This is an optimization exercise on Yosys and OpenROAD, whose aim is small area, not a production implementation. Only simulation tests tie the RTL to the original design; equivalence was not proved. Power figures rest on the tool's default switching activity, not on a simulated workload.

Design eth_rmii, start of the top module:
module eth_rmii(
	input	wire						sys_rst_n,
	input	wire						rmii_clk,
	input	wire						rmii_rxdv,
	input	wire	[1:0]				rmii_rxdata,
	output	wire						rmii_txen,
	output	wire	[1:0]				rmii_txdata,
	output	wire						rmii_rst,
	output	wire						udp_rxstart,
	output	wire						udp_rxend,
	output	wire						udp_rxdv,
	output	wire	[7:0]				udp_rxdata,
	output	wire	[15:0]				udp_rxamount,
	output	wire	[15:0]				udp_rxnum,
	input	wire						udp_txstart,
	input	wire	[15:0]				udp_txamount,
	input	wire	[7:0]				udp_txdata,
	output	wire						udp_txreq,
	output	wire						udp_txbusy
);
	wire								gmii_rxdv;
	wire	[7:0]						gmii_rxdata;
	wire								gmii_txen;
	wire	[7:0]						gmii_txdata;
	wire								gmii_txbusy;
	wire	[1:0]						tx_phase;
	wire	[7:0]						arp_gmii_txdata;
	wire								arp_working;
	wire								udp_gmii_txen;
	wire	[7:0]						udp_gmii_txdata;
	wire	[47:0]						pc_mac_addr;
	wire	[31:0]						pc_ip_addr;
	wire	[15:0]						pc_port;
	wire								pc_valid;
rmii2gmii								u1_rmii2gmii (
	.sys_rst_n							( sys_rst_n			),
	.rmii_clk							( rmii_clk			),
	.rmii_rxdv							( rmii_rxdv			),
	.rmii_rxdata						( rmii_rxdata		),
	.rmii_txen							( rmii_txen			),
	.rmii_txdata						( rmii_txdata		),
	.rmii_rst							( rmii_rst			),
	.gmii_rxdv							( gmii_rxdv			),
	.gmii_rxdata						( gmii_rxdata		),
	.gmii_txen							( gmii_txen			),
	.gmii_txdata						( gmii_txdata		),
	.gmii_txbusy						( gmii_txbusy		),
	.tx_phase							( tx_phase			)
);
eth_arp_gmii							u2_eth_arp_gmii (
	.sys_clk							( rmii_clk			),
	.sys_rst_n							( sys_rst_n			),
	.gmii_rxdv							( gmii_rxdv			),
	.gmii_rxdata						( gmii_rxdata		),
	.gmii_txbusy						( gmii_txbusy		),
	.tx_phase							( tx_phase			),
	.gmii_txdata						( arp_gmii_txdata	),
	.arp_working						( arp_working		)
);
udp_gmii_rx								u3_udp_gmii_rx (
  ...
Size in the first run: about 2600 cells after synthesis, ~670 flip-flops.
export LEC_CHECK = 0
export CAP_MARGIN = 20
export CORE_MARGIN = 2
export CORE_UTILIZATION = 70
export CTS_BUF_LIST = sky130_fd_sc_hd__clkbuf_16
export CTS_CLUSTER_DIAMETER = 100
export CTS_CLUSTER_SIZE = 24
export SLEW_MARGIN = 20
create_clock -name core_clock -period 10.0 [get_ports {rmii_clk}]
standard.sh (not shown) runs the stock make flow with config.mk's settings and CLKGATE_MAP_FILE= SYNTH_SCRIPT=/design/flow/synth_recipe.tcl, a recipe that flattens the netlist after the stock synthesis.
==> flow/flow/run.sh <==
#!/bin/bash
# Layout flow: the standard flow (standard.sh) with three changes.
#  1. Synthesis maps the logic for area: no full/half adder cell extraction
#     (ADDER_MAP_FILE empty) and ABC's default mapping script instead of the
#     ORFS speed script. Every step before ABC is the standard one, so the
#     registers are the standard synthesis's, with the same names and cells.
#  2. The port buffers use the smallest buffer cell.
# Each tool's full output goes to standard.log in this folder (plus ORFS's own logs).
set -euo pipefail
HERE=$(pwd)
sed -e 's#^\(\s*\)log_cmd abc {\*}$abc_args#\1log_cmd abc {*}$lib_args {*}$lib_dont_use_args#' \
  "$FLOW_HOME/scripts/synth.tcl" > "$HERE/synth_area.tcl"
grep -q 'log_cmd abc {\*}$lib_args {\*}$lib_dont_use_args' "$HERE/synth_area.tcl"
sed -e "s#source \$::env(SCRIPTS_DIR)/synth.tcl#source $HERE/synth_area.tcl#" synth_recipe.tcl > "$HERE/synth_recipe_area.tcl"
grep -q "source $HERE/synth_area.tcl" "$HERE/synth_recipe_area.tcl"
sed -e "s#SYNTH_SCRIPT=[^ ]*#SYNTH_SCRIPT=$HERE/synth_recipe_area.tcl#" standard.sh > "$HERE/standard_area.sh"
grep -q "SYNTH_SCRIPT=$HERE/synth_recipe_area.tcl" "$HERE/standard_area.sh"
export ADDER_MAP_FILE=
export BUFFER_PORTS_ARGS="-buffer_cell sky130_fd_sc_hd__buf_1"
bash "$HERE/standard_area.sh" > standard.log 2>&1
The baseline produced a clean layout.
Next try:
--- a/flow/design.v
+++ b/flow/design.v
@@ -21,33 +21,36 @@
 	if ( crc_en ) begin
 		crc_q <= crc_nx;
 	end
 end
 endmodule
 module CRC32_D2(
 	input	wire							sys_clk,
 	input	wire	[1:0]					dibit,
 	input	wire							shift,
+	input	wire							crc_en,
 	output	reg		[31:0]					crc_q,
 	output	wire	[31:0]					crc_nx
 );
 	function [31:0] step1;
 		input [31:0] c;
 		input b;
 	begin
 		step1 = { c[30:0], 1'b0 } ^ ( ( c[31] ^ b ) ? 32'h04C1_1DB7 : 32'h0 );
 	end
 	endfunction
 	wire	[1:0]							x = shift ? 2'b00 : crc_q[31:30] ^ { dibit[0], dibit[1] };
 	wire	[31:0]							t = step1( step1( { x, 30'h0 }, 1'b0 ), 1'b0 );
 assign		crc_nx	=	{ crc_q[29:0], shift, shift } ^ t;
 always @ ( posedge sys_clk ) begin
-	crc_q <= crc_nx;
+	if ( crc_en ) begin
+		crc_q <= crc_nx;
+	end
 end
 endmodule
 module	rmii2gmii (
 	input	wire						sys_rst_n,
 	input	wire						rmii_clk,
 	input	wire						rmii_rxdv,
 	input	wire	[1:0]				rmii_rxdata,
 	output	reg							rmii_txen,
 	output	wire	[1:0]				rmii_txdata,
@@ -267,18 +270,19 @@
 end
 	wire	[31:0]							tx_crc_q;
 	wire	[31:0]							tx_crc_nx;
 	wire									tx_crc_shift = tx_pos < 7'd8 || tx_pos >= 7'd68;
 CRC32_D2									u2_tx_CRC32_D2 (
 	.sys_clk								( sys_clk		),
 	.dibit									( tx_phase == 2'd1 ? gmii_txdata[1:0] : tx_phase == 2'd2 ? gmii_txdata[3:2] :
 											  tx_phase == 2'd3 ? gmii_txdata[5:4] : gmii_txdata[7:6] ),
 	.shift									( tx_crc_shift	),
+	.crc_en									( tx_act && ( tx_phase != 2'd0 || tx_go ) ),
 	.crc_q									( tx_crc_q		),
 	.crc_nx									( tx_crc_nx		)
 );
 	wire	[7:0]							tx_crc_byte = ~{ tx_crc_nx[24], tx_crc_nx[25], tx_crc_nx[26], tx_crc_nx[27],
 															 tx_crc_nx[28], tx_crc_nx[29], tx_crc_nx[30], tx_crc_nx[31] };
 	reg		[7:0]							tx_byte;
 always @ ( * ) begin
 	case ( tx_pos )
 		7'd6:	tx_byte = 8'hD5;
@@ -674,23 +678,25 @@
 		mf <= rest_big;
 		offset <= udp_continue ? offset + 13'd185 : 13'd0;
 	end
 	if ( ( state == IP_SPLIT && cnt[0] || sum_first ) && go ) begin
 		ip_checksum <= sum1[15:0] + sum1[16];
 	end
 end
 	wire	[31:0]							crc_q;
 	wire	[31:0]							crc_nx;
+	wire									crc_pend = state != IDLE && state != WAIT;
 CRC32_D2									u1_CRC32_D2 (
 	.sys_clk								( sys_clk		),
 	.dibit									( tx_phase == 2'd1 ? gmii_txdata[1:0] : tx_phase == 2'd2 ? gmii_txdata[3:2] :
 											  tx_phase == 2'd3 ? gmii_txdata[5:4] : gmii_txdata[7:6] ),
 	.shift									( state == HEAD || state == CRC	),
+	.crc_en									( crc_pend && ( tx_phase != 2'd0 || go ) ),
 	.crc_q									( crc_q			),
 	.crc_nx									( crc_nx		)
 );
 	reg		[7:0]							tx_byte;
 always @ ( * ) begin
 	tx_byte = 8'h00;
 	case ( state )
 		HEAD:			tx_byte = cnt[0] ? pc_mac_addr[47:40] : 8'hD5;
 		MAC_ADDR: begin
What happened:
- total power rises by 6.6%
- wire length came out higher by 5.0%
- non-clock buffer count rises by 4
- utilization grows by 0.93 points
- via count came out higher by 3.8%
- worst setup slack is better by 0.29 ns
- maximum frequency grows by 3.2%
- register-to-register slack gains 0.29 ns
- sequential power went up by about 4%
- clock skew is higher by 0.016 ns
- count of clock-buffer cells in the layout is unchanged
- global-route usage went up by 1.1 points
- cell area is higher by 2.1%
- synthesized cell count increases by 0.50%

-- afterwards: timing with drivers on the ports --
Ports are ideal in the flow. The routed layouts listed here were re-timed in OpenROAD. Step 1 (the two cells are an assumption about what drives the block):
set clk [get_ports {rmii_clk}]
set_driving_cell -lib_cell sky130_fd_sc_hd__clkbuf_16 $clk
set_driving_cell -lib_cell sky130_fd_sc_hd__buf_2 [delete_from_list [all_inputs] $clk]
Step 2 moves the port delays by t, midway between the first and last clock arrival at a register: inputs arrive t later, outputs are due t later. That takes back most of the time a late clock gives input paths. Three values: no drivers, after step 1, after step 2; two values: the first two.
run | t (ns) | setup slack, ns | worst setup path at the end | clock arrival spread, ns | cell pins on the clock port's net
the first run | 0.639 | 0.686 / 0.686 / 0.686 | register to register | 0.023 / 0.023 | 1
the second run | 0.647 | 0.974 / 0.974 / 0.974 | register to register | 0.042 / 0.042 | 1
After both steps every run listed still meets setup and hold.
